Context: an optimization exercise on an open-source flow, tuned for small area. The choices shown serve that exercise and are no tape-out recipe. At most, simulation tests tie the RTL to the original design; equivalence was not proved. Power is estimated from default activity; no workload was simulated.

## KF6845
module KF6845 (
    input   logic           clock,
    input   logic           video_clock_enable,
    input   logic           reset,
    input   logic           CS_N,
    input   logic           RS,
    input   logic           ENABLE,
    input   logic           R_OR_W,
    input   logic   [7:0]   D_IN,
    output  logic   [7:0]   D_OUT,
    input   logic           LPSTB,
    output  logic           CURSOR,
    output  logic           HSYNC,
    output  logic           VSYNC,
    output  logic   [4:0]   RA,
    output  logic   [13:0]  MA,
    output  logic           DE
);
export LEC_CHECK = 0
export ABC_AREA = 1
export CAP_MARGIN = 20
export CORE_MARGIN = 2
export CORE_UTILIZATION = 70
export PLACE_DENSITY = 0.85
export SLEW_MARGIN = 20
create_clock -name core_clock -period 5.0 [get_ports {clock}]
standard.sh (not shown) runs the stock make flow with config.mk's settings and CLKGATE_MAP_FILE= SYNTH_SCRIPT=/design/flow/synth_recipe.tcl, a recipe that flattens the netlist after the stock synthesis.
==> flow/flow/run.sh <==
#!/bin/bash
# Own layout flow: the standard flow (standard.sh's make command and
# settings), with
#  - synthesis mapping the logic with an area-oriented abc script
#    (flow/abc_area.script, through flow/mysynth.tcl),
#  - the port buffers made of the smallest buffer cell,
#  - clock tree synthesis without dummy loads.
# Each step's full output is in orfs/logs/...; make's output is in make.log.
set -euo pipefail
HERE=$(pwd)
export MY_ABC_SCRIPT=$HERE/flow/abc_area.script
export BUFFER_PORTS_ARGS="-buffer_cell sky130_fd_sc_hd__buf_1"
export CTS_ARGS="-sink_clustering_enable -repair_clock_nets -sink_clustering_size 18 -sink_clustering_max_diameter 55 -buf_list sky130_fd_sc_hd__clkbuf_8 -dont_use_dummy_load"
sed "s#SYNTH_SCRIPT=[^ ]*#SYNTH_SCRIPT=$HERE/flow/mysynth.tcl#" standard.sh > my_standard.sh
grep -q "SYNTH_SCRIPT=$HERE/flow/mysynth.tcl" my_standard.sh
bash my_standard.sh finish > make.log 2>&1
test -f out/final.def
==> flow/flow/abc_area.script <==
strash
dc2
dch -f
amap
strash
dc2
dch -f
amap
topo
==> flow/flow/mysynth.tcl <==
# The standard synthesis (synth_recipe.tcl), with one change: abc maps the
# combinational logic with the script in MY_ABC_SCRIPT instead of ORFS's.
# Flip-flop mapping, register names, flattening and renaming are unchanged.
proc synth {args} { yosys synth -nofsm -noshare {*}$args }
proc abc {args} {
  set i [lsearch -exact $args -script]
  if { $i >= 0 } { set args [lreplace $args $i [expr {$i+1}] -script $::env(MY_ABC_SCRIPT)] }
  set j [lsearch -exact $args -D]
  if { $j >= 0 } { set args [lreplace $args $j [expr {$j+1}]] }
  yosys abc {*}$args
}
source $::env(SCRIPTS_DIR)/synth.tcl
# left out here: clear keep_hierarchy, flatten, clean up, hide names made inside functions, write 1_2_yosys.v
Edit:
--- a/flow/design.v
+++ b/flow/design.v
@@ -179,16 +179,17 @@
     logic           interlace_video;
     logic           odd_or_even;
     logic           Vadjust;
     logic           V_Display;
     logic   [3:0]   Vsync_counter;
     logic           Vsync_odd;
     logic           Vsync_even;
     logic           V_total;
+    logic           RA_start;
     wire            line_end        = vce & Horizontal;
     wire    [4:0]   next_scan_line  = scan_line_counter + {4'h0, line_end};
     wire            Scanline_End    = line_end & (scan_line_counter == maximum_scan_line);
     always_comb begin
         if (odd_or_even)
             if (~|vertical_total_adjust)
                 V_total = (character_row_counter == vertical_total);
             else
@@ -202,17 +203,17 @@
     always_ff @(posedge clock, posedge reset) begin
         if (reset) begin
             scan_line_counter       <= 5'h00;
             character_row_counter   <= 7'h00;
             interlace_video         <= 1'b0;
             odd_or_even             <= 1'b1;
             Vadjust                 <= 1'b0;
             V_Display               <= 1'b0;
-            RA                      <= 5'h00;
+            RA_start                <= 1'b0;
             Vsync_odd               <= 1'b0;
             Vsync_even              <= 1'b0;
         end
         else begin
             scan_line_counter       <= (V_total | Scanline_End) ? 5'h00 : next_scan_line;
             character_row_counter   <= next_character_row_counter;
             if (V_total) begin
                 interlace_video     <= &interlace_mode;
@@ -222,32 +223,32 @@
                 Vadjust             <= 1'b0;
             else if (Scanline_End && (character_row_counter == vertical_total))
                 Vadjust             <= 1'b1;
             if (next_character_row_counter == vertical_displayed)
                 V_Display           <= 1'b0;
             else if (V_total)
                 V_Display           <= 1'b1;
             if (V_total | Scanline_End)
-                RA                  <= {4'h0, interlace_video & odd_or_even};
-            else
-                RA                  <= RA + {3'h0, line_end & interlace_video, line_end & ~interlace_video};
+                RA_start            <= interlace_video & odd_or_even;
             if (line_end) begin
                 if (Scanline_End && (next_character_row_counter == vertical_sync_position))
                     Vsync_odd       <= 1'b1;
                 else if (&Vsync_counter)
                     Vsync_odd       <= 1'b0;
             end
             if (vce & Horizontal_Half)
                 Vsync_even          <= Vsync_odd;
         end
     end
     always_ff @(posedge clock) begin
         Vsync_counter   <= (Scanline_End && (next_character_row_counter == vertical_sync_position)) ? 4'h0 : Vsync_counter + {3'h0, line_end};
     end
+    assign  RA      = interlace_video ? {scan_line_counter[3:0], RA_start}
+                                      : scan_line_counter + {4'h0, RA_start};
     assign  VSYNC   = odd_or_even ? Vsync_odd : Vsync_even;
     assign  DE      = H_Display & V_Display;
     logic   [13:0]  retrace_ma;
     logic   [13:0]  next_line_ma;
     wire    [13:0]  increment_ma = MA + {13'h0, vce};
     wire    [13:0]  next_retrace_ma = V_total ? start_address : Scanline_End ? next_line_ma : retrace_ma;
     always_ff @(posedge clock, posedge reset) begin
         if (reset) begin
Outcome:
- power is lower by 1.9%
- sequential share of layout area goes down by 0.21 points
- clock-buffer cell count rose by 1
- routed wire length goes down by 2.2%
- first-iteration DRC count went up by 10%
The RTL of the first run of this note was laid out without a check of its function.

* * *

Another version of the RTL of KF6845 (not shown whole).
For scale: roughly 990 cells after synthesis, ~220 flip-flops, roughly 47 I/O pins, ~9800 sq um of cells after synthesis.
Settings: LEC_CHECK=0, ABC_AREA=1, CAP_MARGIN=20, CORE_MARGIN=2, CORE_UTILIZATION=70, PLACE_DENSITY=0.85, SLEW_MARGIN=20; clock period 5.0 ns.
Scripts as last shown in full above: flow/flow/run.sh, flow/flow/abc_area.script, flow/flow/mysynth.tcl
The starting point ran to the end with no violations.
Change:
--- a/flow/design.v
+++ b/flow/design.v
@@ -14,27 +14,29 @@
     output  logic           VSYNC,
     output  logic   [4:0]   RA,
     output  logic   [13:0]  MA,
     output  logic           DE
 );
     logic   [1:0]   bus_state;
     logic           write_pending;
+    logic           write_pending_rs;
     logic   [7:0]   bus_data;
     always_ff @(posedge clock, posedge reset) begin
         if (reset) begin
             bus_state       <= 2'b00;
             write_pending   <= 1'b0;
         end
         else begin
             bus_state[1]    <= ENABLE & ~CS_N & ~R_OR_W;
             bus_state[0]    <= ENABLE & ~CS_N & RS;
-            write_pending   <= bus_state[1] & bus_state[0] & ~ENABLE;
+            write_pending   <= bus_state[1] & ~ENABLE;
         end
     end
     always_ff @(posedge clock) begin
+        write_pending_rs    <= bus_state[0];
         if (ENABLE)
             bus_data        <= D_IN;
     end
     wire    read_cycle      = ~bus_state[1] & bus_state[0];
     logic           vce;
     always_ff @(posedge clock, posedge reset) begin
         if (reset)
@@ -42,18 +44,18 @@
         else
             vce             <= video_clock_enable;
     end
     logic   [4:0]   address;
     always_ff @(posedge clock, posedge reset) begin
         if (reset)
             address         <= 5'h00;
-        else if (bus_state[1] & ~bus_state[0] & ~ENABLE)
+        else if (write_pending & ~write_pending_rs)
             address         <= bus_data[4:0];
     end
-    wire    write_register  = write_pending;
+    wire    write_register  = write_pending & write_pending_rs;
     wire    wr_h_total      = write_register & (address == 5'h00);
     wire    wr_h_disp       = write_register & (address == 5'h01);
     wire    wr_h_sync_pos   = write_register & (address == 5'h02);
     wire    wr_h_sync_width = write_register & (address == 5'h03);
     wire    wr_v_total      = write_register & (address == 5'h04);
     wire    wr_v_adjust     = write_register & (address == 5'h05);
     wire    wr_v_disp       = write_register & (address == 5'h06);
@@ -180,15 +182,14 @@
     logic           odd_or_even;
     logic           Vadjust;
     logic           V_Display;
     logic   [3:0]   Vsync_counter;
     logic           Vsync_odd;
     logic           Vsync_even;
     logic           V_total;
-    logic           RA_start;
     wire            line_end        = vce & Horizontal;
     wire    [4:0]   next_scan_line  = scan_line_counter + {4'h0, line_end};
     wire            Scanline_End    = line_end & (scan_line_counter == maximum_scan_line);
     always_comb begin
         if (odd_or_even)
             if (~|vertical_total_adjust)
                 V_total = (character_row_counter == vertical_total);
@@ -204,15 +205,15 @@
         if (reset) begin
             scan_line_counter       <= 5'h00;
             character_row_counter   <= 7'h00;
             interlace_video         <= 1'b0;
             odd_or_even             <= 1'b1;
             Vadjust                 <= 1'b0;
             V_Display               <= 1'b0;
-            RA_start                <= 1'b0;
+            RA                      <= 5'h00;
             Vsync_odd               <= 1'b0;
             Vsync_even              <= 1'b0;
         end
         else begin
             scan_line_counter       <= (V_total | Scanline_End) ? 5'h00 : next_scan_line;
             character_row_counter   <= next_character_row_counter;
             if (V_total) begin
@@ -224,30 +225,30 @@
             else if (Scanline_End && (character_row_counter == vertical_total))
                 Vadjust             <= 1'b1;
             if (next_character_row_counter == vertical_displayed)
                 V_Display           <= 1'b0;
             else if (V_total)
                 V_Display           <= 1'b1;
             if (V_total | Scanline_End)
-                RA_start            <= interlace_video & odd_or_even;
+                RA                  <= {4'h0, interlace_video & odd_or_even};
+            else
+                RA                  <= RA + {3'h0, line_end & interlace_video, line_end & ~interlace_video};
             if (line_end) begin
                 if (Scanline_End && (next_character_row_counter == vertical_sync_position))
                     Vsync_odd       <= 1'b1;
                 else if (&Vsync_counter)
                     Vsync_odd       <= 1'b0;
             end
             if (vce & Horizontal_Half)
                 Vsync_even          <= Vsync_odd;
         end
     end
     always_ff @(posedge clock) begin
         Vsync_counter   <= (Scanline_End && (next_character_row_counter == vertical_sync_position)) ? 4'h0 : Vsync_counter + {3'h0, line_end};
     end
-    assign  RA      = interlace_video ? {scan_line_counter[3:0], RA_start}
-                                      : scan_line_counter + {4'h0, RA_start};
     assign  VSYNC   = odd_or_even ? Vsync_odd : Vsync_even;
     assign  DE      = H_Display & V_Display;
     logic   [13:0]  retrace_ma;
     logic   [13:0]  next_line_ma;
     wire    [13:0]  increment_ma = MA + {13'h0, vce};
     wire    [13:0]  next_retrace_ma = V_total ? start_address : Scanline_End ? next_line_ma : retrace_ma;
     always_ff @(posedge clock, posedge reset) begin
@@ -290,11 +291,20 @@
         end
         else if (video_clock_enable) begin
             prev_lpstb      <= LPSTB;
             if (LPSTB & ~prev_lpstb)
                 light_pen   <= MA;
         end
     end
-    wire            read_valid  = read_cycle & ((address[4:1] == 4'b0111) | (address[4:1] == 4'b1000));
-    wire    [13:0]  read_source = address[4] ? light_pen : cursor_address;
-    assign  D_OUT   = ~read_valid ? 8'hFF : address[0] ? read_source[7:0] : {2'b00, read_source[13:8]};
+    always_comb begin
+        if (read_cycle && (address == 5'h0E))
+            D_OUT   = {2'b00, cursor_address[13:8]};
+        else if (read_cycle && (address == 5'h0F))
+            D_OUT   = cursor_address[7:0];
+        else if (read_cycle && (address == 5'h10))
+            D_OUT   = {2'b00, light_pen[13:8]};
+        else if (read_cycle && (address == 5'h11))
+            D_OUT   = light_pen[7:0];
+        else
+            D_OUT   = 8'hFF;
+    end
 endmodule
Result:
- via count went down slightly
- setup slack gets better by 0.083 ns
- global-route usage decreases by 0.15 points
- first-iteration DRC count went down by a few percent
- register-to-register slack improves by 0.08 ns
- wire length rose by a few percent
- total power went up slightly
- combinational power goes down by a few percent
- maximum frequency increases slightly
- core utilization came out higher by 0.41 points
- design area is higher slightly
No functional check of the RTL was part of the first run of this note.

==> separate check: timing with driven ports <==
The flow's constraints put no driver on any port. The routed layouts listed below were extracted and timed again, unchanged, in two steps. Step 1 (the two cells are an assumption about what drives the block):
set clk [get_ports {clock}]
set_driving_cell -lib_cell sky130_fd_sc_hd__clkbuf_16 $clk
set_driving_cell -lib_cell sky130_fd_sc_hd__buf_2 [delete_from_list [all_inputs] $clk]
Step 2 adds t to the input delays and takes it off the output delays; t is the mean of the earliest and latest rising clock arrival at the registers after step 1. Input paths then give back, and output paths get back, about the clock's delay inside the block. Three values: no drivers, after step 1, after step 2; two values: the first two.
run	shift t [ns]	setup WS [ns]	worst hold slack (ns)	cell pins on the clock port's net
the first run of note 1	0.549	0.432 / 0.432 / 0.432	0.463 / 0.463 / 0.463	1
the second run of note 1	0.531	0.505 / 0.465 / 0.539	0.463 / 0.463 / 0.463	1
the first run of note 2	0.536	0.633 / 0.630 / 0.633	0.477 / 0.477 / 0.477	1
the second run of note 2	0.538	0.716 / 0.716 / 0.716	0.439 / 0.439 / 0.439	1
After both steps setup and hold are still met in every run listed.
